From an optimization exercise on the open Yosys and OpenROAD flow, aimed at small area; shortcuts taken in it are not production practice. Only simulation tests tie the RTL to the original design; equivalence was not proved. No activity file was given, so power comes from the tool's default toggle rates.

## flow/config.mk

```make
export PLATFORM = sky130hd
export DESIGN_NAME = PE
export DESIGN_NICKNAME = PE
export VERILOG_FILES = /design/flow/design.v
export SDC_FILE = /design/flow/constraint.sdc
export NUM_CORES = 4
export LEC_CHECK = 0
export CAP_MARGIN = 0
export CORE_MARGIN = 2
export CORE_UTILIZATION = 55
export GPL_TIMING_DRIVEN = 0
export SLEW_MARGIN = 0
```

## flow/constraint.sdc

```tcl
create_clock -name core_clock -period 5.0 [get_ports {clk}]
set_input_delay 1.0000 -clock core_clock [delete_from_list [all_inputs] [get_ports {clk}]]
set_output_delay 1.0000 -clock core_clock [all_outputs]
set_load 0.01 [all_outputs]
```

## flow/design.v

```verilog
`timescale 1ns/100ps
module PE(clk, rst, bias, co_prob, perturb_prob, parent_gene0, parent_gene1, child_gene);
input clk;
input rst;
input bias;
input [7:0] co_prob;
input [7:0] perturb_prob;
input [31:0] parent_gene0;
input [31:0] parent_gene1;
output [31:0] child_gene;
reg [8:0] st;
wire [8:0] st_next;
assign st_next[0] = st[1];
assign st_next[1] = st[0] ^ st[1] ^ st[3] ^ st[4] ^ st[8];
assign st_next[2] = st[2] ^ st[3] ^ st[4] ^ st[5] ^ st[6] ^ st[7];
assign st_next[3] = ~(st[1] ^ st[5] ^ st[6]);
assign st_next[4] = st[0] ^ st[3] ^ st[6] ^ st[7] ^ st[8];
assign st_next[5] = st[6] ^ st[7] ^ st[8];
assign st_next[6] = st[0] ^ st[1] ^ st[3] ^ st[4] ^ st[7] ^ st[8];
assign st_next[7] = st[2] ^ st[8];
assign st_next[8] = st[0] ^ st[1] ^ st[3] ^ st[7] ^ st[8];
always @(posedge clk, posedge rst)
begin
    if (rst)
        st <= 9'h18;
    else
        st <= st_next;
end
wire [7:0] s0;
assign s0[0] = st[8];
assign s0[1] = ~(st[2] ^ st[8]);
assign s0[2] = ~(st[7]);
assign s0[3] = ~(st[1] ^ st[6]);
assign s0[4] = ~(st[4] ^ st[8]);
assign s0[5] = st[2] ^ st[6];
assign s0[6] = st[1] ^ st[5] ^ st[6] ^ st[7];
assign s0[7] = ~(st[1] ^ st[3] ^ st[6]);
wire [7:0] s1;
assign s1[0] = ~(st[1]);
assign s1[1] = ~(st[0]);
assign s1[2] = st[2] ^ st[3] ^ st[6] ^ st[7];
assign s1[3] = st[0] ^ st[1] ^ st[3] ^ st[5];
assign s1[4] = ~(st[0] ^ st[3] ^ st[5] ^ st[8]);
assign s1[5] = ~(st[2] ^ st[3] ^ st[5]);
assign s1[6] = st[5] ^ st[6];
assign s1[7] = ~(st[0] ^ st[3]);
wire [7:0] s2;
assign s2[0] = st[4];
assign s2[1] = st[6] ^ st[8];
assign s2[2] = st[1] ^ st[5] ^ st[6];
assign s2[3] = ~(st[3]);
assign s2[4] = st[2] ^ st[3] ^ st[4] ^ st[5] ^ st[6] ^ st[7];
assign s2[5] = st[2];
assign s2[6] = ~(st[2] ^ st[7] ^ st[8]);
assign s2[7] = ~(st[1] ^ st[6] ^ st[7]);
wire [7:0] s3;
assign s3[0] = ~(st[7]);
assign s3[1] = ~(st[1] ^ st[6]);
assign s3[2] = ~(st[4] ^ st[8]);
assign s3[3] = st[2] ^ st[6];
assign s3[4] = st[1] ^ st[5] ^ st[6] ^ st[7];
assign s3[5] = ~(st[1] ^ st[3] ^ st[6]);
assign s3[6] = ~(st[0] ^ st[1] ^ st[3] ^ st[4] ^ st[7] ^ st[8]);
assign s3[7] = ~(st[6]);
wire [7:0] m0n;
assign m0n[0] = ~(st[3]);
assign m0n[1] = st[2] ^ st[3] ^ st[4] ^ st[5] ^ st[6] ^ st[7];
assign m0n[2] = st[2];
assign m0n[3] = ~(st[2] ^ st[7] ^ st[8]);
assign m0n[4] = ~(st[1] ^ st[6] ^ st[7]);
assign m0n[5] = ~(st[1] ^ st[4] ^ st[6] ^ st[8]);
assign m0n[6] = st[2] ^ st[4] ^ st[6] ^ st[8];
assign m0n[7] = ~(st[1] ^ st[2] ^ st[5] ^ st[7]);
wire [7:0] m1n;
assign m1n[0] = st[6] ^ st[7] ^ st[8];
assign m1n[1] = st[5];
assign m1n[2] = ~(st[3] ^ st[4] ^ st[8]);
assign m1n[3] = ~(st[3] ^ st[4] ^ st[5] ^ st[7]);
assign m1n[4] = ~(st[1] ^ st[2] ^ st[5] ^ st[6] ^ st[7]);
assign m1n[5] = ~(st[1] ^ st[2] ^ st[3] ^ st[6] ^ st[7] ^ st[8]);
assign m1n[6] = ~(st[0] ^ st[3] ^ st[4] ^ st[6] ^ st[8]);
assign m1n[7] = ~(st[1] ^ st[4] ^ st[8]);
wire [7:0] m2n;
assign m2n[0] = st[4] ^ st[6] ^ st[7];
assign m2n[1] = ~(st[2] ^ st[5] ^ st[6]);
assign m2n[2] = ~(st[0] ^ st[2] ^ st[3] ^ st[7] ^ st[8]);
assign m2n[3] = ~(st[1] ^ st[4] ^ st[5] ^ st[6] ^ st[7]);
assign m2n[4] = ~(st[0] ^ st[2] ^ st[3] ^ st[4] ^ st[5] ^ st[6] ^ st[8]);
assign m2n[5] = st[0] ^ st[3] ^ st[4] ^ st[5] ^ st[6] ^ st[7] ^ st[8];
assign m2n[6] = ~(st[3] ^ st[6]);
assign m2n[7] = st[0] ^ st[2] ^ st[3] ^ st[5] ^ st[6] ^ st[7] ^ st[8];
wire [7:0] m3n;
assign m3n[0] = st[1] ^ st[2] ^ st[3] ^ st[5] ^ st[6] ^ st[7] ^ st[8];
assign m3n[1] = ~(st[0] ^ st[6]);
assign m3n[2] = ~(st[1] ^ st[3] ^ st[5] ^ st[7] ^ st[8]);
assign m3n[3] = ~(st[2] ^ st[4] ^ st[6] ^ st[7]);
assign m3n[4] = ~(st[5] ^ st[6] ^ st[7] ^ st[8]);
assign m3n[5] = st[3] ^ st[4] ^ st[5] ^ st[8];
assign m3n[6] = ~(st[5] ^ st[7] ^ st[8]);
assign m3n[7] = st[0] ^ st[3] ^ st[5];
wire [31:0] s_all = {s3, s2, s1, s0};
wire [31:0] m_all = {m3n, m2n, m1n, m0n};
reg [3:0] csel;
reg [31:0] child_n;
integer i;
always @(posedge clk)
begin
    for (i = 0; i < 4; i = i + 1) begin
        if (rst)
            csel[i] <= 1'b0;
        else
            csel[i] <= (co_prob > s_all[8*i +: 8]) ^ bias;
        child_n[8*i +: 8] <= ~((perturb_prob > s_all[8*i +: 8]) ? m_all[8*i +: 8] :
                               csel[i] ? parent_gene1[8*i +: 8] : parent_gene0[8*i +: 8]);
    end
end
assign child_gene = ~child_n;
endmodule
```

## flow/flow/run.sh

```bash
#!/bin/bash
# Own layout flow for the PE.
#
# 1. the standard synthesis (standard.sh synth), unchanged.
# 2. Its netlist is replaced by flow/netlist.v, a hand-mapped netlist of the
#    same RTL (generated by gen/gen.py) that keeps exactly the standard
#    synthesis's registers: same instance names and cell types (checked
#    here by check_regs.py; the flow stops if they differ).
# 3. the standard layout (standard.sh finish) from that netlist, with:
#    - every input and output port buffered by a sky130 buf_1
#      (buffer_ports otherwise picks clkdlybuf4s50_1, which is larger);
#    - clock tree synthesis with small clock buffers and no dummy loads.
# Each tool's output goes to a log file of its own in this folder.
set -euo pipefail
export BUFFER_PORTS_ARGS="-buffer_cell sky130_fd_sc_hd__buf_1"
export CTS_ARGS="-sink_clustering_enable -repair_clock_nets -dont_use_dummy_load -buf_list {sky130_fd_sc_hd__clkbuf_4 sky130_fd_sc_hd__clkbuf_8}"
R=orfs/results/${FLOW_PLATFORM}/PE/base
bash standard.sh synth > make_synth.log 2>&1
cp $R/1_2_yosys.v standard_synth.v
python3 flow/check_regs.py standard_synth.v flow/netlist.v > check_regs.log 2>&1 || { cat check_regs.log; exit 1; }
cp flow/netlist.v $R/1_2_yosys.v
rm -f $R/1_synth.odb
bash standard.sh finish > make_finish.log 2>&1
```

## flow/flow/check_regs.py

```python
#!/usr/bin/env python3
"""check_regs.py STANDARD.v MINE.v: both netlists must hold the same flip-flops
(instance name and cell type)."""
import re, sys
def regs(path):
    txt = open(path).read()
    out = {}
    for m in re.finditer(r'(sky130_fd_sc_hd__(?:df|sdf|edf|dl)\w+)\s+(\\\S+|\w+)\s*\(', txt):
        out[m.group(2)] = m.group(1)
    return out
a, b = regs(sys.argv[1]), regs(sys.argv[2])
if a != b:
    for k in sorted(set(a) | set(b)):
        if a.get(k) != b.get(k):
            print('register mismatch:', k, a.get(k), b.get(k))
    sys.exit(1)
print('registers match:', len(a))
```

## flow/flow/netlist.v

```verilog
module PE(clk, rst, bias, co_prob, perturb_prob, parent_gene0, parent_gene1, child_gene);
  input clk;
  input rst;
  input bias;
  input [7:0] co_prob;
  input [7:0] perturb_prob;
  input [31:0] parent_gene0;
  input [31:0] parent_gene1;
  output [31:0] child_gene;
  wire \child_n[0] ;
  wire \child_n[10] ;
  wire \child_n[11] ;
  wire \child_n[12] ;
  wire \child_n[13] ;
  wire \child_n[14] ;
  wire \child_n[15] ;
  wire \child_n[16] ;
  wire \child_n[17] ;
  wire \child_n[18] ;
  wire \child_n[19] ;
  wire \child_n[1] ;
  wire \child_n[20] ;
  wire \child_n[21] ;
  wire \child_n[22] ;
  wire \child_n[23] ;
  wire \child_n[24] ;
  wire \child_n[25] ;
  wire \child_n[26] ;
  wire \child_n[27] ;
  wire \child_n[28] ;
  wire \child_n[29] ;
  wire \child_n[2] ;
  wire \child_n[30] ;
  wire \child_n[31] ;
  wire \child_n[3] ;
  wire \child_n[4] ;
  wire \child_n[5] ;
  wire \child_n[6] ;
  wire \child_n[7] ;
  wire \child_n[8] ;
  wire \child_n[9] ;
  wire \csel[0] ;
  wire \csel[1] ;
  wire \csel[2] ;
  wire \csel[3] ;
  wire \st[0] ;
  wire \st[1] ;
  wire \st[1]_n ;
  wire \st[2] ;
  wire \st[2]_n ;
  wire \st[3] ;
  wire \st[3]_n ;
  wire \st[4] ;
  wire \st[5] ;
  wire \st[6] ;
  wire \st[7] ;
  wire \st[7]_n ;
  wire \st[8] ;
  wire cd_0;
  wire cd_1;
  wire cd_2;
  wire cd_3;
  wire cn_d0;
  wire cn_d1;
  wire cn_d10;
  wire cn_d11;
  wire cn_d12;
  wire cn_d13;
  wire cn_d14;
  wire cn_d15;
  wire cn_d16;
  wire cn_d17;
  wire cn_d18;
  wire cn_d19;
  wire cn_d2;
  wire cn_d20;
  wire cn_d21;
  wire cn_d22;
  wire cn_d23;
  wire cn_d24;
  wire cn_d25;
  wire cn_d26;
  wire cn_d27;
  wire cn_d28;
  wire cn_d29;
  wire cn_d3;
  wire cn_d30;
  wire cn_d31;
  wire cn_d4;
  wire cn_d5;
  wire cn_d6;
  wire cn_d7;
  wire cn_d8;
  wire cn_d9;
  wire co0_n;
  wire cx_0;
  wire cx_1;
  wire cx_2;
  wire cx_3;
  wire gt_c_S0_1;
  wire gt_c_S0_2;
  wire gt_c_S0_3;
  wire gt_c_S0_4;
  wire gt_c_S0_5;
  wire gt_c_S0_6;
  wire gt_c_S0_7;
  wire gt_c_S0_8;
  wire gt_c_S1_1;
  wire gt_c_S1_2;
  wire gt_c_S1_3;
  wire gt_c_S1_4;
  wire gt_c_S1_5;
  wire gt_c_S1_6;
  wire gt_c_S1_7;
  wire gt_c_S1_8;
  wire gt_c_S2_1;
  wire gt_c_S2_2;
  wire gt_c_S2_3;
  wire gt_c_S2_4;
  wire gt_c_S2_5;
  wire gt_c_S2_6;
  wire gt_c_S2_7;
  wire gt_c_S2_8;
  wire gt_c_S3_1;
  wire gt_c_S3_2;
  wire gt_c_S3_3;
  wire gt_c_S3_4;
  wire gt_c_S3_5;
  wire gt_c_S3_6;
  wire gt_c_S3_7;
  wire gt_c_S3_8;
  wire gt_p_S0_1;
  wire gt_p_S0_2;
  wire gt_p_S0_3;
  wire gt_p_S0_4;
  wire gt_p_S0_5;
  wire gt_p_S0_6;
  wire gt_p_S0_7;
  wire gt_p_S0_8;
  wire gt_p_S1_1;
  wire gt_p_S1_2;
  wire gt_p_S1_3;
  wire gt_p_S1_4;
  wire gt_p_S1_5;
  wire gt_p_S1_6;
  wire gt_p_S1_7;
  wire gt_p_S1_8;
  wire gt_p_S2_1;
  wire gt_p_S2_2;
  wire gt_p_S2_3;
  wire gt_p_S2_4;
  wire gt_p_S2_5;
  wire gt_p_S2_6;
  wire gt_p_S2_7;
  wire gt_p_S2_8;
  wire gt_p_S3_1;
  wire gt_p_S3_2;
  wire gt_p_S3_3;
  wire gt_p_S3_4;
  wire gt_p_S3_5;
  wire gt_p_S3_6;
  wire gt_p_S3_7;
  wire gt_p_S3_8;
  wire pp0_n;
  wire sel0_0;
  wire sel0_1;
  wire sel0_2;
  wire sel0_3;
  wire sel1_0;
  wire sel1_1;
  wire sel1_2;
  wire sel1_3;
  wire x_01;
  wire x_02;
  wire x_04;
  wire x_07;
  wire x_0e;
  wire x_12;
  wire x_1c;
  wire x_20;
  wire x_24;
  wire x_26;
  wire x_29;
  wire x_2d;
  wire x_2f;
  wire x_35;
  wire x_35_n;
  wire x_38;
  wire x_42;
  wire x_48;
  wire x_52;
  wire x_59;
  wire x_5e;
  wire x_62;
  wire x_67;
  wire x_69;
  wire x_6f;
  wire x_77;
  wire x_7b;
  wire x_82;
  wire x_84;
  wire x_87;
  wire x_8e;
  wire x_90;
  wire x_93;
  wire x_a4;
  wire x_a7;
  wire x_ab;
  wire x_b2;
  wire x_b3;
  wire x_ba;
  wire x_bc;
  wire x_c4;
  wire x_c9;
  wire x_c9_n;
  wire x_ce;
  wire x_d2;
  wire x_d4;
  wire x_de;
  wire x_e0;
  wire x_e3;
  wire x_e3_n;
  wire x_f6;
  sky130_fd_sc_hd__inv_1 g1 (.A(rst), .Y(rst_n));
  sky130_fd_sc_hd__dfrtp_1 \st[0]$_DFF_PP0_  (.CLK(clk), .D(\st[1] ), .RESET_B(rst_n), .Q(\st[0] ));
  sky130_fd_sc_hd__dfrtp_1 \st[1]$_DFF_PP0_  (.CLK(clk), .D(x_20), .RESET_B(rst_n), .Q(\st[1] ));
  sky130_fd_sc_hd__dfrtp_1 \st[2]$_DFF_PP0_  (.CLK(clk), .D(x_35_n), .RESET_B(rst_n), .Q(\st[2] ));
  sky130_fd_sc_hd__dfstp_2 \st[3]$_DFF_PP1_  (.CLK(clk), .D(x_d4), .SET_B(rst_n), .Q(\st[3] ));
  sky130_fd_sc_hd__dfstp_2 \st[4]$_DFF_PP1_  (.CLK(clk), .D(x_82), .SET_B(rst_n), .Q(\st[4] ));
  sky130_fd_sc_hd__dfrtp_1 \st[5]$_DFF_PP0_  (.CLK(clk), .D(x_e0), .RESET_B(rst_n), .Q(\st[5] ));
  sky130_fd_sc_hd__dfrtp_1 \st[6]$_DFF_PP0_  (.CLK(clk), .D(x_67), .RESET_B(rst_n), .Q(\st[6] ));
  sky130_fd_sc_hd__dfrtp_1 \st[7]$_DFF_PP0_  (.CLK(clk), .D(x_8e), .RESET_B(rst_n), .Q(\st[7] ));
  sky130_fd_sc_hd__dfrtp_1 \st[8]$_DFF_PP0_  (.CLK(clk), .D(x_26), .RESET_B(rst_n), .Q(\st[8] ));
  sky130_fd_sc_hd__xnor2_1 g2 (.A(\st[0] ), .B(\st[6] ), .Y(x_bc));
  sky130_fd_sc_hd__xnor2_1 g3 (.A(\st[8] ), .B(\st[6] ), .Y(x_a7));
  sky130_fd_sc_hd__xnor2_1 g4 (.A(\st[2] ), .B(\st[6] ), .Y(x_29));
  sky130_fd_sc_hd__xor2_1 g5 (.A(\st[8] ), .B(\st[4] ), .X(x_52));
  sky130_fd_sc_hd__xor2_1 g6 (.A(\st[1] ), .B(\st[6] ), .X(x_a4));
  sky130_fd_sc_hd__xor2_1 g7 (.A(\st[8] ), .B(\st[2] ), .X(x_8e));
  sky130_fd_sc_hd__xnor2_1 g8 (.A(\st[3] ), .B(\st[6] ), .Y(x_de));
  sky130_fd_sc_hd__xor2_1 g9 (.A(\st[0] ), .B(\st[3] ), .X(x_62));
  sky130_fd_sc_hd__xnor2_1 g10 (.A(\st[5] ), .B(\st[6] ), .Y(x_c4));
  sky130_fd_sc_hd__xor2_1 g11 (.A(x_62), .B(\st[5] ), .X(x_12));
  sky130_fd_sc_hd__xnor2_1 g12 (.A(\st[1] ), .B(x_52), .Y(x_42));
  sky130_fd_sc_hd__xnor2_1 g13 (.A(x_29), .B(x_52), .Y(x_7b));
  sky130_fd_sc_hd__xnor2_1 g14 (.A(x_52), .B(x_a4), .Y(x_f6));
  sky130_fd_sc_hd__xor2_1 g15 (.A(\st[7] ), .B(x_a4), .X(x_e3));
  sky130_fd_sc_hd__xor2_1 g16 (.A(\st[7] ), .B(x_8e), .X(x_c9));
  sky130_fd_sc_hd__xor2_1 g17 (.A(\st[1] ), .B(x_c4), .X(x_d4));
  sky130_fd_sc_hd__xnor2_1 g18 (.A(\st[1] ), .B(x_de), .Y(x_ce));
  sky130_fd_sc_hd__xor2_1 g19 (.A(x_29), .B(\st[5] ), .X(x_59));
  sky130_fd_sc_hd__xnor2_1 g20 (.A(x_52), .B(\st[3] ), .Y(x_38));
  sky130_fd_sc_hd__xnor2_1 g21 (.A(\st[7] ), .B(x_a7), .Y(x_e0));
  sky130_fd_sc_hd__xor2_1 g22 (.A(x_12), .B(\st[8] ), .X(x_01));
  sky130_fd_sc_hd__xnor2_1 g23 (.A(\st[1] ), .B(x_12), .Y(x_02));
  sky130_fd_sc_hd__xor2_1 g24 (.A(x_c4), .B(x_e0), .X(x_24));
  sky130_fd_sc_hd__xnor2_1 g25 (.A(x_38), .B(\st[5] ), .Y(x_48));
  sky130_fd_sc_hd__xor2_1 g26 (.A(x_59), .B(x_c9), .X(x_90));
  sky130_fd_sc_hd__xor2_1 g27 (.A(x_59), .B(x_e3), .X(x_ba));
  sky130_fd_sc_hd__xor2_1 g28 (.A(\st[7] ), .B(x_d4), .X(x_93));
  sky130_fd_sc_hd__xnor2_1 g29 (.A(x_12), .B(x_7b), .Y(x_69));
  sky130_fd_sc_hd__xnor2_1 g30 (.A(x_62), .B(x_c9), .Y(x_ab));
  sky130_fd_sc_hd__xor2_1 g31 (.A(x_52), .B(x_e0), .X(x_b2));
  sky130_fd_sc_hd__xnor2_1 g32 (.A(x_38), .B(x_bc), .Y(x_84));
  sky130_fd_sc_hd__xnor2_1 g33 (.A(x_c9), .B(x_ce), .Y(x_07));
  sky130_fd_sc_hd__xor2_1 g34 (.A(x_59), .B(x_de), .X(x_87));
  sky130_fd_sc_hd__xnor2_1 g35 (.A(x_42), .B(x_62), .Y(x_20));
  sky130_fd_sc_hd__xor2_1 g36 (.A(x_62), .B(x_e0), .X(x_82));
  sky130_fd_sc_hd__xnor2_1 g37 (.A(x_84), .B(x_ab), .Y(x_2f));
  sky130_fd_sc_hd__xnor2_1 g38 (.A(x_07), .B(x_59), .Y(x_5e));
  sky130_fd_sc_hd__xnor2_1 g39 (.A(x_07), .B(\st[5] ), .Y(x_77));
  sky130_fd_sc_hd__xnor2_1 g40 (.A(x_87), .B(x_b2), .Y(x_35));
  sky130_fd_sc_hd__xor2_1 g41 (.A(x_20), .B(\st[7] ), .X(x_67));
  sky130_fd_sc_hd__xor2_1 g42 (.A(x_ab), .B(x_c4), .X(x_6f));
  sky130_fd_sc_hd__xor2_1 g43 (.A(x_01), .B(x_b2), .X(x_b3));
  sky130_fd_sc_hd__xnor2_1 g44 (.A(x_24), .B(x_f6), .Y(x_d2));
  sky130_fd_sc_hd__xor2_1 g45 (.A(x_93), .B(\st[2] ), .X(x_0e));
  sky130_fd_sc_hd__xnor2_1 g46 (.A(x_24), .B(x_38), .Y(x_1c));
  sky130_fd_sc_hd__xor2_1 g47 (.A(x_02), .B(x_24), .X(x_26));
  sky130_fd_sc_hd__xor2_1 g48 (.A(\st[7] ), .B(\st[3] ), .X(x_2d));
  sky130_fd_sc_hd__xor2_1 g49 (.A(x_29), .B(x_2d), .X(x_04));
  sky130_fd_sc_hd__inv_1 g50 (.A(\st[1] ), .Y(\st[1]_n ));
  sky130_fd_sc_hd__inv_1 g51 (.A(x_35), .Y(x_35_n));
  sky130_fd_sc_hd__inv_1 g52 (.A(\st[7] ), .Y(\st[7]_n ));
  sky130_fd_sc_hd__inv_1 g53 (.A(\st[3] ), .Y(\st[3]_n ));
  sky130_fd_sc_hd__inv_1 g54 (.A(\st[2] ), .Y(\st[2]_n ));
  sky130_fd_sc_hd__inv_1 g55 (.A(x_c9), .Y(x_c9_n));
  sky130_fd_sc_hd__inv_1 g56 (.A(x_e3), .Y(x_e3_n));
  sky130_fd_sc_hd__inv_1 g57 (.A(co_prob[0]), .Y(co0_n));
  sky130_fd_sc_hd__inv_1 g58 (.A(perturb_prob[0]), .Y(pp0_n));
  sky130_fd_sc_hd__nor2_1 g59 (.A(co0_n), .B(\st[8] ), .Y(gt_c_S0_1));
  sky130_fd_sc_hd__maj3_1 g60 (.A(co_prob[1]), .B(x_8e), .C(gt_c_S0_1), .X(gt_c_S0_2));
  sky130_fd_sc_hd__maj3_1 g61 (.A(co_prob[2]), .B(\st[7] ), .C(gt_c_S0_2), .X(gt_c_S0_3));
  sky130_fd_sc_hd__maj3_1 g62 (.A(co_prob[3]), .B(x_a4), .C(gt_c_S0_3), .X(gt_c_S0_4));
  sky130_fd_sc_hd__maj3_1 g63 (.A(co_prob[4]), .B(x_52), .C(gt_c_S0_4), .X(gt_c_S0_5));
  sky130_fd_sc_hd__maj3_1 g64 (.A(co_prob[5]), .B(x_29), .C(gt_c_S0_5), .X(gt_c_S0_6));
  sky130_fd_sc_hd__maj3_1 g65 (.A(co_prob[6]), .B(x_93), .C(gt_c_S0_6), .X(gt_c_S0_7));
  sky130_fd_sc_hd__maj3_1 g66 (.A(co_prob[7]), .B(x_ce), .C(gt_c_S0_7), .X(gt_c_S0_8));
  sky130_fd_sc_hd__nor2_1 g67 (.A(pp0_n), .B(\st[8] ), .Y(gt_p_S0_1));
  sky130_fd_sc_hd__maj3_1 g68 (.A(perturb_prob[1]), .B(x_8e), .C(gt_p_S0_1), .X(gt_p_S0_2));
  sky130_fd_sc_hd__maj3_1 g69 (.A(perturb_prob[2]), .B(\st[7] ), .C(gt_p_S0_2), .X(gt_p_S0_3));
  sky130_fd_sc_hd__maj3_1 g70 (.A(perturb_prob[3]), .B(x_a4), .C(gt_p_S0_3), .X(gt_p_S0_4));
  sky130_fd_sc_hd__maj3_1 g71 (.A(perturb_prob[4]), .B(x_52), .C(gt_p_S0_4), .X(gt_p_S0_5));
  sky130_fd_sc_hd__maj3_1 g72 (.A(perturb_prob[5]), .B(x_29), .C(gt_p_S0_5), .X(gt_p_S0_6));
  sky130_fd_sc_hd__maj3_1 g73 (.A(perturb_prob[6]), .B(x_93), .C(gt_p_S0_6), .X(gt_p_S0_7));
  sky130_fd_sc_hd__maj3_1 g74 (.A(perturb_prob[7]), .B(x_ce), .C(gt_p_S0_7), .X(gt_p_S0_8));
  sky130_fd_sc_hd__xnor2_1 g75 (.A(gt_c_S0_8), .B(bias), .Y(cx_0));
  sky130_fd_sc_hd__nor2_1 g76 (.A(rst), .B(cx_0), .Y(cd_0));
  sky130_fd_sc_hd__dfxtp_1 \csel[0]$_SDFF_PP0_  (.CLK(clk), .D(cd_0), .Q(\csel[0] ));
  sky130_fd_sc_hd__nor2_1 g77 (.A(gt_p_S0_8), .B(\csel[0] ), .Y(sel0_0));
  sky130_fd_sc_hd__nor2b_1 g78 (.A(gt_p_S0_8), .B_N(\csel[0] ), .Y(sel1_0));
  sky130_fd_sc_hd__a222oi_1 g79 (.A1(sel0_0), .A2(parent_gene0[0]), .B1(sel1_0), .B2(parent_gene1[0]), .C1(gt_p_S0_8), .C2(\st[3]_n ), .Y(cn_d0));
  sky130_fd_sc_hd__dfxtp_1 \child_n[0]$_DFF_P_  (.CLK(clk), .D(cn_d0), .Q(\child_n[0] ));
  sky130_fd_sc_hd__inv_1 g80 (.A(\child_n[0] ), .Y(child_gene[0]));
  sky130_fd_sc_hd__a222oi_1 g81 (.A1(sel0_0), .A2(parent_gene0[1]), .B1(sel1_0), .B2(parent_gene1[1]), .C1(gt_p_S0_8), .C2(x_35_n), .Y(cn_d1));
  sky130_fd_sc_hd__dfxtp_1 \child_n[1]$_DFF_P_  (.CLK(clk), .D(cn_d1), .Q(\child_n[1] ));
  sky130_fd_sc_hd__inv_1 g82 (.A(\child_n[1] ), .Y(child_gene[1]));
  sky130_fd_sc_hd__a222oi_1 g83 (.A1(sel0_0), .A2(parent_gene0[2]), .B1(sel1_0), .B2(parent_gene1[2]), .C1(gt_p_S0_8), .C2(\st[2] ), .Y(cn_d2));
  sky130_fd_sc_hd__dfxtp_1 \child_n[2]$_DFF_P_  (.CLK(clk), .D(cn_d2), .Q(\child_n[2] ));
  sky130_fd_sc_hd__inv_1 g84 (.A(\child_n[2] ), .Y(child_gene[2]));
  sky130_fd_sc_hd__a222oi_1 g85 (.A1(sel0_0), .A2(parent_gene0[3]), .B1(sel1_0), .B2(parent_gene1[3]), .C1(gt_p_S0_8), .C2(x_c9_n), .Y(cn_d3));
  sky130_fd_sc_hd__dfxtp_1 \child_n[3]$_DFF_P_  (.CLK(clk), .D(cn_d3), .Q(\child_n[3] ));
  sky130_fd_sc_hd__inv_1 g86 (.A(\child_n[3] ), .Y(child_gene[3]));
  sky130_fd_sc_hd__a222oi_1 g87 (.A1(sel0_0), .A2(parent_gene0[4]), .B1(sel1_0), .B2(parent_gene1[4]), .C1(gt_p_S0_8), .C2(x_e3_n), .Y(cn_d4));
  sky130_fd_sc_hd__dfxtp_1 \child_n[4]$_DFF_P_  (.CLK(clk), .D(cn_d4), .Q(\child_n[4] ));
  sky130_fd_sc_hd__inv_1 g88 (.A(\child_n[4] ), .Y(child_gene[4]));
  sky130_fd_sc_hd__a222oi_1 g89 (.A1(sel0_0), .A2(parent_gene0[5]), .B1(sel1_0), .B2(parent_gene1[5]), .C1(gt_p_S0_8), .C2(x_f6), .Y(cn_d5));
  sky130_fd_sc_hd__dfxtp_1 \child_n[5]$_DFF_P_  (.CLK(clk), .D(cn_d5), .Q(\child_n[5] ));
  sky130_fd_sc_hd__inv_1 g90 (.A(\child_n[5] ), .Y(child_gene[5]));
  sky130_fd_sc_hd__a222oi_1 g91 (.A1(sel0_0), .A2(parent_gene0[6]), .B1(sel1_0), .B2(parent_gene1[6]), .C1(gt_p_S0_8), .C2(x_7b), .Y(cn_d6));
  sky130_fd_sc_hd__dfxtp_1 \child_n[6]$_DFF_P_  (.CLK(clk), .D(cn_d6), .Q(\child_n[6] ));
  sky130_fd_sc_hd__inv_1 g92 (.A(\child_n[6] ), .Y(child_gene[6]));
  sky130_fd_sc_hd__a222oi_1 g93 (.A1(sel0_0), .A2(parent_gene0[7]), .B1(sel1_0), .B2(parent_gene1[7]), .C1(gt_p_S0_8), .C2(x_ba), .Y(cn_d7));
  sky130_fd_sc_hd__dfxtp_1 \child_n[7]$_DFF_P_  (.CLK(clk), .D(cn_d7), .Q(\child_n[7] ));
  sky130_fd_sc_hd__inv_1 g94 (.A(\child_n[7] ), .Y(child_gene[7]));
  sky130_fd_sc_hd__nor2_1 g95 (.A(co0_n), .B(\st[1]_n ), .Y(gt_c_S1_1));
  sky130_fd_sc_hd__maj3_1 g96 (.A(co_prob[1]), .B(\st[0] ), .C(gt_c_S1_1), .X(gt_c_S1_2));
  sky130_fd_sc_hd__maj3_1 g97 (.A(co_prob[2]), .B(x_04), .C(gt_c_S1_2), .X(gt_c_S1_3));
  sky130_fd_sc_hd__maj3_1 g98 (.A(co_prob[3]), .B(x_02), .C(gt_c_S1_3), .X(gt_c_S1_4));
  sky130_fd_sc_hd__maj3_1 g99 (.A(co_prob[4]), .B(x_01), .C(gt_c_S1_4), .X(gt_c_S1_5));
  sky130_fd_sc_hd__maj3_1 g100 (.A(co_prob[5]), .B(x_87), .C(gt_c_S1_5), .X(gt_c_S1_6));
  sky130_fd_sc_hd__maj3_1 g101 (.A(co_prob[6]), .B(x_c4), .C(gt_c_S1_6), .X(gt_c_S1_7));
  sky130_fd_sc_hd__maj3_1 g102 (.A(co_prob[7]), .B(x_62), .C(gt_c_S1_7), .X(gt_c_S1_8));
  sky130_fd_sc_hd__nor2_1 g103 (.A(pp0_n), .B(\st[1]_n ), .Y(gt_p_S1_1));
  sky130_fd_sc_hd__maj3_1 g104 (.A(perturb_prob[1]), .B(\st[0] ), .C(gt_p_S1_1), .X(gt_p_S1_2));
  sky130_fd_sc_hd__maj3_1 g105 (.A(perturb_prob[2]), .B(x_04), .C(gt_p_S1_2), .X(gt_p_S1_3));
  sky130_fd_sc_hd__maj3_1 g106 (.A(perturb_prob[3]), .B(x_02), .C(gt_p_S1_3), .X(gt_p_S1_4));
  sky130_fd_sc_hd__maj3_1 g107 (.A(perturb_prob[4]), .B(x_01), .C(gt_p_S1_4), .X(gt_p_S1_5));
  sky130_fd_sc_hd__maj3_1 g108 (.A(perturb_prob[5]), .B(x_87), .C(gt_p_S1_5), .X(gt_p_S1_6));
  sky130_fd_sc_hd__maj3_1 g109 (.A(perturb_prob[6]), .B(x_c4), .C(gt_p_S1_6), .X(gt_p_S1_7));
  sky130_fd_sc_hd__maj3_1 g110 (.A(perturb_prob[7]), .B(x_62), .C(gt_p_S1_7), .X(gt_p_S1_8));
  sky130_fd_sc_hd__xnor2_1 g111 (.A(gt_c_S1_8), .B(bias), .Y(cx_1));
  sky130_fd_sc_hd__nor2_1 g112 (.A(rst), .B(cx_1), .Y(cd_1));
  sky130_fd_sc_hd__dfxtp_1 \csel[1]$_SDFF_PP0_  (.CLK(clk), .D(cd_1), .Q(\csel[1] ));
  sky130_fd_sc_hd__nor2_1 g113 (.A(gt_p_S1_8), .B(\csel[1] ), .Y(sel0_1));
  sky130_fd_sc_hd__nor2b_1 g114 (.A(gt_p_S1_8), .B_N(\csel[1] ), .Y(sel1_1));
  sky130_fd_sc_hd__a222oi_1 g115 (.A1(sel0_1), .A2(parent_gene0[8]), .B1(sel1_1), .B2(parent_gene1[8]), .C1(gt_p_S1_8), .C2(x_e0), .Y(cn_d8));
  sky130_fd_sc_hd__dfxtp_1 \child_n[8]$_DFF_P_  (.CLK(clk), .D(cn_d8), .Q(\child_n[8] ));
  sky130_fd_sc_hd__inv_1 g116 (.A(\child_n[8] ), .Y(child_gene[8]));
  sky130_fd_sc_hd__a222oi_1 g117 (.A1(sel0_1), .A2(parent_gene0[9]), .B1(sel1_1), .B2(parent_gene1[9]), .C1(gt_p_S1_8), .C2(\st[5] ), .Y(cn_d9));
  sky130_fd_sc_hd__dfxtp_1 \child_n[9]$_DFF_P_  (.CLK(clk), .D(cn_d9), .Q(\child_n[9] ));
  sky130_fd_sc_hd__inv_1 g118 (.A(\child_n[9] ), .Y(child_gene[9]));
  sky130_fd_sc_hd__a222oi_1 g119 (.A1(sel0_1), .A2(parent_gene0[10]), .B1(sel1_1), .B2(parent_gene1[10]), .C1(gt_p_S1_8), .C2(x_38), .Y(cn_d10));
  sky130_fd_sc_hd__dfxtp_1 \child_n[10]$_DFF_P_  (.CLK(clk), .D(cn_d10), .Q(\child_n[10] ));
  sky130_fd_sc_hd__inv_1 g120 (.A(\child_n[10] ), .Y(child_gene[10]));
  sky130_fd_sc_hd__a222oi_1 g121 (.A1(sel0_1), .A2(parent_gene0[11]), .B1(sel1_1), .B2(parent_gene1[11]), .C1(gt_p_S1_8), .C2(x_1c), .Y(cn_d11));
  sky130_fd_sc_hd__dfxtp_1 \child_n[11]$_DFF_P_  (.CLK(clk), .D(cn_d11), .Q(\child_n[11] ));
  sky130_fd_sc_hd__inv_1 g122 (.A(\child_n[11] ), .Y(child_gene[11]));
  sky130_fd_sc_hd__a222oi_1 g123 (.A1(sel0_1), .A2(parent_gene0[12]), .B1(sel1_1), .B2(parent_gene1[12]), .C1(gt_p_S1_8), .C2(x_0e), .Y(cn_d12));
  sky130_fd_sc_hd__dfxtp_1 \child_n[12]$_DFF_P_  (.CLK(clk), .D(cn_d12), .Q(\child_n[12] ));
  sky130_fd_sc_hd__inv_1 g124 (.A(\child_n[12] ), .Y(child_gene[12]));
  sky130_fd_sc_hd__a222oi_1 g125 (.A1(sel0_1), .A2(parent_gene0[13]), .B1(sel1_1), .B2(parent_gene1[13]), .C1(gt_p_S1_8), .C2(x_07), .Y(cn_d13));
  sky130_fd_sc_hd__dfxtp_1 \child_n[13]$_DFF_P_  (.CLK(clk), .D(cn_d13), .Q(\child_n[13] ));
  sky130_fd_sc_hd__inv_1 g126 (.A(\child_n[13] ), .Y(child_gene[13]));
  sky130_fd_sc_hd__a222oi_1 g127 (.A1(sel0_1), .A2(parent_gene0[14]), .B1(sel1_1), .B2(parent_gene1[14]), .C1(gt_p_S1_8), .C2(x_84), .Y(cn_d14));
  sky130_fd_sc_hd__dfxtp_1 \child_n[14]$_DFF_P_  (.CLK(clk), .D(cn_d14), .Q(\child_n[14] ));
  sky130_fd_sc_hd__inv_1 g128 (.A(\child_n[14] ), .Y(child_gene[14]));
  sky130_fd_sc_hd__a222oi_1 g129 (.A1(sel0_1), .A2(parent_gene0[15]), .B1(sel1_1), .B2(parent_gene1[15]), .C1(gt_p_S1_8), .C2(x_42), .Y(cn_d15));
  sky130_fd_sc_hd__dfxtp_1 \child_n[15]$_DFF_P_  (.CLK(clk), .D(cn_d15), .Q(\child_n[15] ));
  sky130_fd_sc_hd__inv_1 g130 (.A(\child_n[15] ), .Y(child_gene[15]));
  sky130_fd_sc_hd__nor2_1 g131 (.A(co0_n), .B(\st[4] ), .Y(gt_c_S2_1));
  sky130_fd_sc_hd__maj3_1 g132 (.A(co_prob[1]), .B(x_a7), .C(gt_c_S2_1), .X(gt_c_S2_2));
  sky130_fd_sc_hd__maj3_1 g133 (.A(co_prob[2]), .B(x_d4), .C(gt_c_S2_2), .X(gt_c_S2_3));
  sky130_fd_sc_hd__maj3_1 g134 (.A(co_prob[3]), .B(\st[3] ), .C(gt_c_S2_3), .X(gt_c_S2_4));
  sky130_fd_sc_hd__maj3_1 g135 (.A(co_prob[4]), .B(x_35), .C(gt_c_S2_4), .X(gt_c_S2_5));
  sky130_fd_sc_hd__maj3_1 g136 (.A(co_prob[5]), .B(\st[2]_n ), .C(gt_c_S2_5), .X(gt_c_S2_6));
  sky130_fd_sc_hd__maj3_1 g137 (.A(co_prob[6]), .B(x_c9), .C(gt_c_S2_6), .X(gt_c_S2_7));
  sky130_fd_sc_hd__maj3_1 g138 (.A(co_prob[7]), .B(x_e3), .C(gt_c_S2_7), .X(gt_c_S2_8));
  sky130_fd_sc_hd__nor2_1 g139 (.A(pp0_n), .B(\st[4] ), .Y(gt_p_S2_1));
  sky130_fd_sc_hd__maj3_1 g140 (.A(perturb_prob[1]), .B(x_a7), .C(gt_p_S2_1), .X(gt_p_S2_2));
  sky130_fd_sc_hd__maj3_1 g141 (.A(perturb_prob[2]), .B(x_d4), .C(gt_p_S2_2), .X(gt_p_S2_3));
  sky130_fd_sc_hd__maj3_1 g142 (.A(perturb_prob[3]), .B(\st[3] ), .C(gt_p_S2_3), .X(gt_p_S2_4));
  sky130_fd_sc_hd__maj3_1 g143 (.A(perturb_prob[4]), .B(x_35), .C(gt_p_S2_4), .X(gt_p_S2_5));
  sky130_fd_sc_hd__maj3_1 g144 (.A(perturb_prob[5]), .B(\st[2]_n ), .C(gt_p_S2_5), .X(gt_p_S2_6));
  sky130_fd_sc_hd__maj3_1 g145 (.A(perturb_prob[6]), .B(x_c9), .C(gt_p_S2_6), .X(gt_p_S2_7));
  sky130_fd_sc_hd__maj3_1 g146 (.A(perturb_prob[7]), .B(x_e3), .C(gt_p_S2_7), .X(gt_p_S2_8));
  sky130_fd_sc_hd__xnor2_1 g147 (.A(gt_c_S2_8), .B(bias), .Y(cx_2));
  sky130_fd_sc_hd__nor2_1 g148 (.A(rst), .B(cx_2), .Y(cd_2));
  sky130_fd_sc_hd__dfxtp_1 \csel[2]$_SDFF_PP0_  (.CLK(clk), .D(cd_2), .Q(\csel[2] ));
  sky130_fd_sc_hd__nor2_1 g149 (.A(gt_p_S2_8), .B(\csel[2] ), .Y(sel0_2));
  sky130_fd_sc_hd__nor2b_1 g150 (.A(gt_p_S2_8), .B_N(\csel[2] ), .Y(sel1_2));
  sky130_fd_sc_hd__a222oi_1 g151 (.A1(sel0_2), .A2(parent_gene0[16]), .B1(sel1_2), .B2(parent_gene1[16]), .C1(gt_p_S2_8), .C2(x_b2), .Y(cn_d16));
  sky130_fd_sc_hd__dfxtp_1 \child_n[16]$_DFF_P_  (.CLK(clk), .D(cn_d16), .Q(\child_n[16] ));
  sky130_fd_sc_hd__inv_1 g152 (.A(\child_n[16] ), .Y(child_gene[16]));
  sky130_fd_sc_hd__a222oi_1 g153 (.A1(sel0_2), .A2(parent_gene0[17]), .B1(sel1_2), .B2(parent_gene1[17]), .C1(gt_p_S2_8), .C2(x_59), .Y(cn_d17));
  sky130_fd_sc_hd__dfxtp_1 \child_n[17]$_DFF_P_  (.CLK(clk), .D(cn_d17), .Q(\child_n[17] ));
  sky130_fd_sc_hd__inv_1 g154 (.A(\child_n[17] ), .Y(child_gene[17]));
  sky130_fd_sc_hd__a222oi_1 g155 (.A1(sel0_2), .A2(parent_gene0[18]), .B1(sel1_2), .B2(parent_gene1[18]), .C1(gt_p_S2_8), .C2(x_ab), .Y(cn_d18));
  sky130_fd_sc_hd__dfxtp_1 \child_n[18]$_DFF_P_  (.CLK(clk), .D(cn_d18), .Q(\child_n[18] ));
  sky130_fd_sc_hd__inv_1 g156 (.A(\child_n[18] ), .Y(child_gene[18]));
  sky130_fd_sc_hd__a222oi_1 g157 (.A1(sel0_2), .A2(parent_gene0[19]), .B1(sel1_2), .B2(parent_gene1[19]), .C1(gt_p_S2_8), .C2(x_d2), .Y(cn_d19));
  sky130_fd_sc_hd__dfxtp_1 \child_n[19]$_DFF_P_  (.CLK(clk), .D(cn_d19), .Q(\child_n[19] ));
  sky130_fd_sc_hd__inv_1 g158 (.A(\child_n[19] ), .Y(child_gene[19]));
  sky130_fd_sc_hd__a222oi_1 g159 (.A1(sel0_2), .A2(parent_gene0[20]), .B1(sel1_2), .B2(parent_gene1[20]), .C1(gt_p_S2_8), .C2(x_69), .Y(cn_d20));
  sky130_fd_sc_hd__dfxtp_1 \child_n[20]$_DFF_P_  (.CLK(clk), .D(cn_d20), .Q(\child_n[20] ));
  sky130_fd_sc_hd__inv_1 g160 (.A(\child_n[20] ), .Y(child_gene[20]));
  sky130_fd_sc_hd__a222oi_1 g161 (.A1(sel0_2), .A2(parent_gene0[21]), .B1(sel1_2), .B2(parent_gene1[21]), .C1(gt_p_S2_8), .C2(x_b3), .Y(cn_d21));
  sky130_fd_sc_hd__dfxtp_1 \child_n[21]$_DFF_P_  (.CLK(clk), .D(cn_d21), .Q(\child_n[21] ));
  sky130_fd_sc_hd__inv_1 g162 (.A(\child_n[21] ), .Y(child_gene[21]));
  sky130_fd_sc_hd__a222oi_1 g163 (.A1(sel0_2), .A2(parent_gene0[22]), .B1(sel1_2), .B2(parent_gene1[22]), .C1(gt_p_S2_8), .C2(x_de), .Y(cn_d22));
  sky130_fd_sc_hd__dfxtp_1 \child_n[22]$_DFF_P_  (.CLK(clk), .D(cn_d22), .Q(\child_n[22] ));
  sky130_fd_sc_hd__inv_1 g164 (.A(\child_n[22] ), .Y(child_gene[22]));
  sky130_fd_sc_hd__a222oi_1 g165 (.A1(sel0_2), .A2(parent_gene0[23]), .B1(sel1_2), .B2(parent_gene1[23]), .C1(gt_p_S2_8), .C2(x_6f), .Y(cn_d23));
  sky130_fd_sc_hd__dfxtp_1 \child_n[23]$_DFF_P_  (.CLK(clk), .D(cn_d23), .Q(\child_n[23] ));
  sky130_fd_sc_hd__inv_1 g166 (.A(\child_n[23] ), .Y(child_gene[23]));
  sky130_fd_sc_hd__nor2_1 g167 (.A(co0_n), .B(\st[7]_n ), .Y(gt_c_S3_1));
  sky130_fd_sc_hd__maj3_1 g168 (.A(co_prob[1]), .B(x_a4), .C(gt_c_S3_1), .X(gt_c_S3_2));
  sky130_fd_sc_hd__maj3_1 g169 (.A(co_prob[2]), .B(x_52), .C(gt_c_S3_2), .X(gt_c_S3_3));
  sky130_fd_sc_hd__maj3_1 g170 (.A(co_prob[3]), .B(x_29), .C(gt_c_S3_3), .X(gt_c_S3_4));
  sky130_fd_sc_hd__maj3_1 g171 (.A(co_prob[4]), .B(x_93), .C(gt_c_S3_4), .X(gt_c_S3_5));
  sky130_fd_sc_hd__maj3_1 g172 (.A(co_prob[5]), .B(x_ce), .C(gt_c_S3_5), .X(gt_c_S3_6));
  sky130_fd_sc_hd__maj3_1 g173 (.A(co_prob[6]), .B(x_67), .C(gt_c_S3_6), .X(gt_c_S3_7));
  sky130_fd_sc_hd__maj3_1 g174 (.A(co_prob[7]), .B(\st[6] ), .C(gt_c_S3_7), .X(gt_c_S3_8));
  sky130_fd_sc_hd__nor2_1 g175 (.A(pp0_n), .B(\st[7]_n ), .Y(gt_p_S3_1));
  sky130_fd_sc_hd__maj3_1 g176 (.A(perturb_prob[1]), .B(x_a4), .C(gt_p_S3_1), .X(gt_p_S3_2));
  sky130_fd_sc_hd__maj3_1 g177 (.A(perturb_prob[2]), .B(x_52), .C(gt_p_S3_2), .X(gt_p_S3_3));
  sky130_fd_sc_hd__maj3_1 g178 (.A(perturb_prob[3]), .B(x_29), .C(gt_p_S3_3), .X(gt_p_S3_4));
  sky130_fd_sc_hd__maj3_1 g179 (.A(perturb_prob[4]), .B(x_93), .C(gt_p_S3_4), .X(gt_p_S3_5));
  sky130_fd_sc_hd__maj3_1 g180 (.A(perturb_prob[5]), .B(x_ce), .C(gt_p_S3_5), .X(gt_p_S3_6));
  sky130_fd_sc_hd__maj3_1 g181 (.A(perturb_prob[6]), .B(x_67), .C(gt_p_S3_6), .X(gt_p_S3_7));
  sky130_fd_sc_hd__maj3_1 g182 (.A(perturb_prob[7]), .B(\st[6] ), .C(gt_p_S3_7), .X(gt_p_S3_8));
  sky130_fd_sc_hd__xnor2_1 g183 (.A(gt_c_S3_8), .B(bias), .Y(cx_3));
  sky130_fd_sc_hd__nor2_1 g184 (.A(rst), .B(cx_3), .Y(cd_3));
  sky130_fd_sc_hd__dfxtp_1 \csel[3]$_SDFF_PP0_  (.CLK(clk), .D(cd_3), .Q(\csel[3] ));
  sky130_fd_sc_hd__nor2_1 g185 (.A(gt_p_S3_8), .B(\csel[3] ), .Y(sel0_3));
  sky130_fd_sc_hd__nor2b_1 g186 (.A(gt_p_S3_8), .B_N(\csel[3] ), .Y(sel1_3));
  sky130_fd_sc_hd__a222oi_1 g187 (.A1(sel0_3), .A2(parent_gene0[24]), .B1(sel1_3), .B2(parent_gene1[24]), .C1(gt_p_S3_8), .C2(x_77), .Y(cn_d24));
  sky130_fd_sc_hd__dfxtp_1 \child_n[24]$_DFF_P_  (.CLK(clk), .D(cn_d24), .Q(\child_n[24] ));
  sky130_fd_sc_hd__inv_1 g188 (.A(\child_n[24] ), .Y(child_gene[24]));
  sky130_fd_sc_hd__a222oi_1 g189 (.A1(sel0_3), .A2(parent_gene0[25]), .B1(sel1_3), .B2(parent_gene1[25]), .C1(gt_p_S3_8), .C2(x_bc), .Y(cn_d25));
  sky130_fd_sc_hd__dfxtp_1 \child_n[25]$_DFF_P_  (.CLK(clk), .D(cn_d25), .Q(\child_n[25] ));
  sky130_fd_sc_hd__inv_1 g190 (.A(\child_n[25] ), .Y(child_gene[25]));
  sky130_fd_sc_hd__a222oi_1 g191 (.A1(sel0_3), .A2(parent_gene0[26]), .B1(sel1_3), .B2(parent_gene1[26]), .C1(gt_p_S3_8), .C2(x_5e), .Y(cn_d26));
  sky130_fd_sc_hd__dfxtp_1 \child_n[26]$_DFF_P_  (.CLK(clk), .D(cn_d26), .Q(\child_n[26] ));
  sky130_fd_sc_hd__inv_1 g192 (.A(\child_n[26] ), .Y(child_gene[26]));
  sky130_fd_sc_hd__a222oi_1 g193 (.A1(sel0_3), .A2(parent_gene0[27]), .B1(sel1_3), .B2(parent_gene1[27]), .C1(gt_p_S3_8), .C2(x_2f), .Y(cn_d27));
  sky130_fd_sc_hd__dfxtp_1 \child_n[27]$_DFF_P_  (.CLK(clk), .D(cn_d27), .Q(\child_n[27] ));
  sky130_fd_sc_hd__inv_1 g194 (.A(\child_n[27] ), .Y(child_gene[27]));
  sky130_fd_sc_hd__a222oi_1 g195 (.A1(sel0_3), .A2(parent_gene0[28]), .B1(sel1_3), .B2(parent_gene1[28]), .C1(gt_p_S3_8), .C2(x_90), .Y(cn_d28));
  sky130_fd_sc_hd__dfxtp_1 \child_n[28]$_DFF_P_  (.CLK(clk), .D(cn_d28), .Q(\child_n[28] ));
  sky130_fd_sc_hd__inv_1 g196 (.A(\child_n[28] ), .Y(child_gene[28]));
  sky130_fd_sc_hd__a222oi_1 g197 (.A1(sel0_3), .A2(parent_gene0[29]), .B1(sel1_3), .B2(parent_gene1[29]), .C1(gt_p_S3_8), .C2(x_48), .Y(cn_d29));
  sky130_fd_sc_hd__dfxtp_1 \child_n[29]$_DFF_P_  (.CLK(clk), .D(cn_d29), .Q(\child_n[29] ));
  sky130_fd_sc_hd__inv_1 g198 (.A(\child_n[29] ), .Y(child_gene[29]));
  sky130_fd_sc_hd__a222oi_1 g199 (.A1(sel0_3), .A2(parent_gene0[30]), .B1(sel1_3), .B2(parent_gene1[30]), .C1(gt_p_S3_8), .C2(x_24), .Y(cn_d30));
  sky130_fd_sc_hd__dfxtp_1 \child_n[30]$_DFF_P_  (.CLK(clk), .D(cn_d30), .Q(\child_n[30] ));
  sky130_fd_sc_hd__inv_1 g200 (.A(\child_n[30] ), .Y(child_gene[30]));
  sky130_fd_sc_hd__a222oi_1 g201 (.A1(sel0_3), .A2(parent_gene0[31]), .B1(sel1_3), .B2(parent_gene1[31]), .C1(gt_p_S3_8), .C2(x_12), .Y(cn_d31));
  sky130_fd_sc_hd__dfxtp_1 \child_n[31]$_DFF_P_  (.CLK(clk), .D(cn_d31), .Q(\child_n[31] ));
  sky130_fd_sc_hd__inv_1 g202 (.A(\child_n[31] ), .Y(child_gene[31]));
endmodule
```

## flow/standard.sh

```bash
#!/bin/bash
# synth_recipe.tcl (not shown) runs the flow's synth.tcl, then flattens the netlist and writes it again
# the make line also repeats each setting of config.mk as NAME=value (left out here)
make -C /OpenROAD-flow-scripts/flow DESIGN_CONFIG=/design/flow/config.mk WORK_HOME=/design/flow/orfs CLKGATE_MAP_FILE= SYNTH_SCRIPT=/design/flow/synth_recipe.tcl "${@:-finish}"
```

==> impl_metrics.py, run 1 <==
metrics = {
    "run_status": {
        "status": "timing/DRC/antenna clean",
    },
    "synthesis": {
        "syn_nets": 330,
        "synth_area_mm2": 0.00253,
        "synth.avg_cell_area_um2": 10.2,
        "synth_cells": 247,
        "synth_warnings": 1,
    },
    "cells_and_area": {
        "area_growth_pct": 22.8,
        "ff_latch_area_um2": 948,
        "fin_nets": 451,
        "layout-drive-gt1-share": 0.0246,
        "diodes": 0,
        "n_fill_cell": 384,
        "multi_input_area_mm2": 0.00144,
        "stdcell_count": 418,
    },
    "clock_network": {
        "cts_buffer_depth": 2,
        "path_clk_slew_ns": 0.08,
        "post-cts-setup-buffers": 0,
        "insertion_delay_ns": 0.30,
        "numCtsBuffers": 5,
        "clock-sinks": 45,
        "cts_root_buf": "clkbuf_8",
        "htree_levels": 2,
        "cts_tree": "built",
    },
    "die": {
        "coreArea_mm2": 0.00438,
        "start_util": 0.576,
        "die_h_um": 71.8,
        "die_area_mm2": 0.00515,
        "die_w_um": 71.8,
        "rows": 24,
        "ios": 115,
    },
    "global_routing": {
        "grt_pass1_vias": 2120,
        "antenna_found_initial": 0,
        "grt_usage": 0.246,
        "grt_pass1_wl_um": 9950,
        "grt_max_degree": 14,
        "grt_overflow": 0,
    },
    "run": {
        "max_cap_violations": 0,
    },
    "critical_path": {
        "r2r_slack_ns": 0.31,
        "crit_type": "register to register",
        "required_ns": 5.15,
        "critPathArrivalTime_ns": 4.83,
        "regToRegStartpoint": "st[6]$_DFF_PP0_",
        "end_kind": "register",
        "reg2reg_depth": 10,
        "worstPathMaxFanout": 10,
        "reg2reg_to": "child_n[23]$_DFF_P_",
        "critPathLaunchType": "register",
    },
    "timing": {
        "finClkSkew_ns": 0.00868,
        "tns_ns": 0,
        "period_needed_ns": 4.69,
        "layout_setup_ws_ns": 0.313,
        "slew_viol_final": 0,
        "rsz0062_at_grt": "no",
        "setup_violations": 0,
        "hold_viol_final": 0,
        "hold_slack_ns": 0.593,
        "fmax_mhz": 213,
        "relSlewSlack": 0.346,
        "finalCritPeriodShare": 0.937,
        "tightest_slew_ns": 0.977,
    },
    "route": {
        "wl_per_cell_um": 15.1,
        "drt-total-wl_um": 6330,
        "drt-vias-per-instance": 5.57,
        "drt_drc_violations_left": 0,
        "first_pass_iters": 9,
        "drtIter0Drc": 206,
        "num_vias": 2328,
        "antenna_left": 0,
    },
    "power_and_ir_drop": {
        "leakagePower_nw": 1.26,
        "power_density_mw_per_mm2": 229,
        "ir_drop_mv": 0.128,
    },
    "place": {
        "place_ws_ns": 0.195,
        "place_hpwl_um": 5000,
        "gp_congestion": 0.852,
        "portBuffers": 114,
        "dp.cells": 413,
    },
    "hold_path": {
        "min-delay-start": "st[1]$_DFF_PP0_",
        "hold_end": "st[0]$_DFF_PP0_",
        "min_path_cells": 0,
        "hold_class": "register to register",
    },
}
## critical path, stage by stage, from the launching register on
cell and delay (ns):
dfrtp_1 0.55, xnor2_1 0.65, xor2_1 0.30, maj3_1 0.40, maj3_1 0.36, maj3_1 0.37
maj3_1 0.38, maj3_1 0.37, maj3_1 0.49, nor2b_1 0.48, a222oi_1 0.18
## layout make-up
type | count | area share
timing repair buffer | 114 | 0.138
tap | 52 | 0.0210
multi-input combinational | 160 | 0.463
inverter | 42 | 0.0508
clock buffer | 5 | 0.0222
sequential | 45 | 0.306
## report_power, final
| group | switching [mW] | internal [mW] |
|---|---|---|
| clock | 0.110 | 0.0902 |
| sequential | 0.00660 | 0.385 |
| combinational | 0.0640 | 0.0530 |
## sequential cells by signal, indices dropped and copies added (netlist names)
register / cells
st: 9
csel: 4
child_n: 32
## how the worst max path moves through the flow
| stage | depth (start not counted) | start | to |
|---|---|---|---|
| after floorplan | 11 | perturb_prob[0] | child_n[0]$_DFF_P_ |
| after global placement | 12 | perturb_prob[0] | child_n[2]$_DFF_P_ |
| after detailed placement | 12 | perturb_prob[0] | child_n[1]$_DFF_P_ |
| after CTS | 10 | st[3]$_DFF_PP1_ | child_n[14]$_DFF_P_ |
| after global routing | 10 | st[6]$_DFF_PP0_ | child_n[21]$_DFF_P_ |
| final | 10 | st[6]$_DFF_PP0_ | child_n[23]$_DFF_P_ |
## metal layers
layer | vias to the layer above | GRT usage | wire length, um
li1 | 1128 | - | -
met1 | 1096 | 0.328 | 2760
met2 | 96 | 0.409 | 3100
met3 | 8 | 0.0464 | 411
met4 | 0 | 0.0692 | 57
met5 | - | 0 | 0
## repair_timing
| item | 4_1_cts | 5_1_grt |
|---|---|---|
| setup endpoints to repair | 0 | 13 |
| resized for setup | 0 | 2 |
| hold buffers | 0 | 0 |
## placed cells by master (no fill, tap or decap)
cell type  instances
nor2b_1            4
buf_1            114
xor2_1            23
dfrtp_1            7
maj3_1            56
dfstp_2            2
inv_1             42
nor2_1            16
dfxtp_1           36
xnor2_2            1
a222oi_1          32
xor2_2             1
clkbuf_8           5
xnor2_1           27
## per-stage QoR
stage | utilization | area, um2 | power, mW
final | 0.708 | 3100 | 0.709
after global routing | 0.708 | 3100 | 0.739
after CTS | 0.705 | 3090 | 0.715
after floorplan | - | 2530 | 0.462
after global placement | 0.689 | 3020 | 0.516
after detailed placement | 0.689 | 3020 | 0.518
==> inputs of run 2 (changes only) <==
--- a/flow/config.mk
+++ b/flow/config.mk
@@ -7,6 +7,6 @@
 export LEC_CHECK = 0
 export CAP_MARGIN = 0
 export CORE_MARGIN = 2
-export CORE_UTILIZATION = 55
+export CORE_UTILIZATION = 65
 export GPL_TIMING_DRIVEN = 0
 export SLEW_MARGIN = 0
==> impl_metrics.py, run 2 <==
metrics = {
    "route": {
        "wl_per_cell_um": 16.0,
        "first_pass_iters": 8,
        "drt-vias-per-instance": 5.83,
        "antenna_left": 0,
        "drt_drc_violations_left": 0,
        "drtIter0Drc": 349,
        "drt-total-wl_um": 6620,
        "num_vias": 2414,
    },
    "timing": {
        "relSlewSlack": 0.371,
        "rsz0062_at_grt": "no",
        "tightest_slew_ns": 0.940,
        "finalCritPeriodShare": 0.966,
        "period_needed_ns": 4.83,
        "tns_ns": 0,
        "finClkSkew_ns": 0.0118,
        "setup_violations": 0,
        "slew_viol_final": 0,
        "fmax_mhz": 207,
        "hold_viol_final": 0,
    },
    "critical_path": {
        "reg2reg_depth": 10,
        "crit_top_cell": "maj3_1",
        "critPathArrivalTime_ns": 4.97,
        "crit_chain": "xnor2_1, xor2_1, maj3_1, maj3_1, maj3_1, maj3_1, maj3_1, maj3_1, nor2b_1, a222oi_1",
        "reg2reg_to": "child_n[20]$_DFF_P_",
        "regToRegStartpoint": "st[6]$_DFF_PP0_",
        "r2r_slack_ns": 0.17,
        "slowest_delay_ns": 0.70,
        "end_kind": "register",
        "slowest_stage": "xnor2_1",
        "required_ns": 5.14,
        "crit_type": "register to register",
        "critPathLaunchType": "register",
        "worstPathMaxFanout": 10,
    },
    "cells_and_area": {
        "regMostFlops": "child_n",
        "fin_nets": 451,
        "layout_commonest_cell": "buf_1",
        "largest_registers": "child_n x32, st x9, csel x4",
        "final_cell_mix": "buf_1, maj3_1, inv_1",
        "n_fill_cell": 247,
        "postLayoutCoreUtil": 0.840,
        "diodes": 0,
        "largest_reg_flops": 32,
        "layout-drive-gt1-share": 0.0246,
        "area_growth_pct": 22.6,
    },
    "synthesis": {
        "syn_nets": 330,
        "synth_cells": 247,
        "synth_warnings": 1,
        "synth.avg_cell_area_um2": 10.2,
        "synth_area_mm2": 0.00253,
    },
    "hold_path": {
        "min-delay-start": "st[1]$_DFF_PP0_",
        "min_path_cells": 0,
        "hold_end": "st[0]$_DFF_PP0_",
        "hold_class": "register to register",
    },
    "clock_network": {
        "cts_tree": "built",
        "post-cts-setup-buffers": 0,
        "insertion_delay_ns": 0.30,
        "numCtsBuffers": 5,
        "htree_levels": 2,
        "post_cts_resized": 0,
        "cts_hold_buf": 0,
        "clock-sinks": 45,
        "cts_buffer_depth": 2,
        "path_clk_slew_ns": 0.08,
        "cts_root_buf": "clkbuf_8",
    },
    "power_and_ir_drop": {
        "power_density_mw_per_mm2": 231,
        "ir_drop_mv": 0.136,
        "leakagePower_nw": 1.26,
    },
    "die": {
        "coreArea_mm2": 0.00369,
        "ios": 115,
        "die_area_mm2": 0.00440,
        "die_h_um": 66.4,
        "start_util": 0.685,
        "rows": 22,
        "die_w_um": 66.4,
    },
    "global_routing": {
        "grt_overflow": 0,
        "grt_max_degree": 14,
        "grt_pass1_vias": 2265,
        "antenna_found_initial": 0,
        "grt_pass1_wl_um": 10500,
        "grt_usage": 0.318,
    },
    "place": {
        "place_hpwl_um": 5150,
        "portBuffers": 114,
        "gp_congestion": 0.874,
    },
    "run": {
        "max_cap_violations": 0,
    },
    "run_status": {
        "status": "timing/DRC/antenna clean",
    },
}
==> run 2: worst max path at each step <==
stage / from / end
after floorplan: perturb_prob[0] / child_n[0]$_DFF_P_
after global placement: perturb_prob[0] / child_n[0]$_DFF_P_
after detailed placement: st[6]$_DFF_PP0_ / child_n[17]$_DFF_P_
after CTS: st[6]$_DFF_PP0_ / child_n[20]$_DFF_P_
after global routing: st[6]$_DFF_PP0_ / child_n[17]$_DFF_P_
final: st[6]$_DFF_PP0_ / child_n[20]$_DFF_P_
==> run 2: through the flow <==
| stage | setup slack (ns) | power (mW) | instances | hold WS, ns | instance area, um2 |
|---|---|---|---|---|---|
| after floorplan | 0.668 | 0.462 | 247 | 0.532 | 2530 |
| after global placement | 0.288 | 0.515 | 409 | 0.577 | 3020 |
| after detailed placement | 0.223 | 0.519 | 409 | 0.582 | 3020 |
| after CTS | 0.206 | 0.715 | 414 | 0.582 | 3080 |
| after global routing | 0.112 | 0.745 | 414 | 0.614 | 3100 |
| final | 0.168 | 0.715 | 414 | 0.595 | 3100 |
==> run 2: power breakdown <==
part           total (mW)  internal, mW  switching (mW)
sequential          0.392         0.385         0.00725
clock               0.203        0.0902           0.113
combinational       0.119        0.0530          0.0662
total               0.715         0.528           0.186
==> run 2: per-layer routing <==
layer	global-route usage	share of wire	vias to the layer above
met5	0	0	-
li1	-	-	1135
met2	0.571	0.50	123
met4	0.0816	0.014	0
met3	0.0511	0.081	13
met1	0.392	0.40	1143
==> run 2: critical path: cells and delay by family, from the launching register on <==
family | cells | cell delay (ns)
and+or+nand+nor | 1 | 0.52
adders and majority gates | 6 | 2.39
DFF | 1 | 0.55
xor gates and xnor gates | 2 | 1.01
AOI/OAI and AO/OA | 1 | 0.20
==> run 2: cell type report <==
type,count,area [um2],area share
inverter,42,158,0.0509
tap,48,60.1,0.0194
multi-input combinational,160,1440,0.463
timing repair buffer,114,428,0.138
clock buffer,5,68.8,0.0222
sequential,45,948,0.306

## separate check: timing with driven ports
Ports are ideal in the flow. The routed layouts listed here were re-timed in OpenROAD. Step 1, drivers: a clkbuf_16 drives clk and a buf_2 each remaining input, both assumed. Step 2 also shifts input and output timing later by t, the mid clock arrival at the registers, as if the neighbouring blocks saw the same clock. a / b / c = ideal / step 1 / step 2; a / b = the first two.
run	t, ns	slack for setup (ns)	slew at the worst register clock pin (ns)
run 1	0.317	0.313 / 0.313 / 0.189	0.08 / 0.08
run 2	0.315	0.168 / 0.168 / 0.159	0.08 / 0.08
After both steps setup and hold are still met in every run listed. For run 1, which loses most, drivers alone change the setup slack by 0.000 ns; drivers and shift together by -0.124 ns.
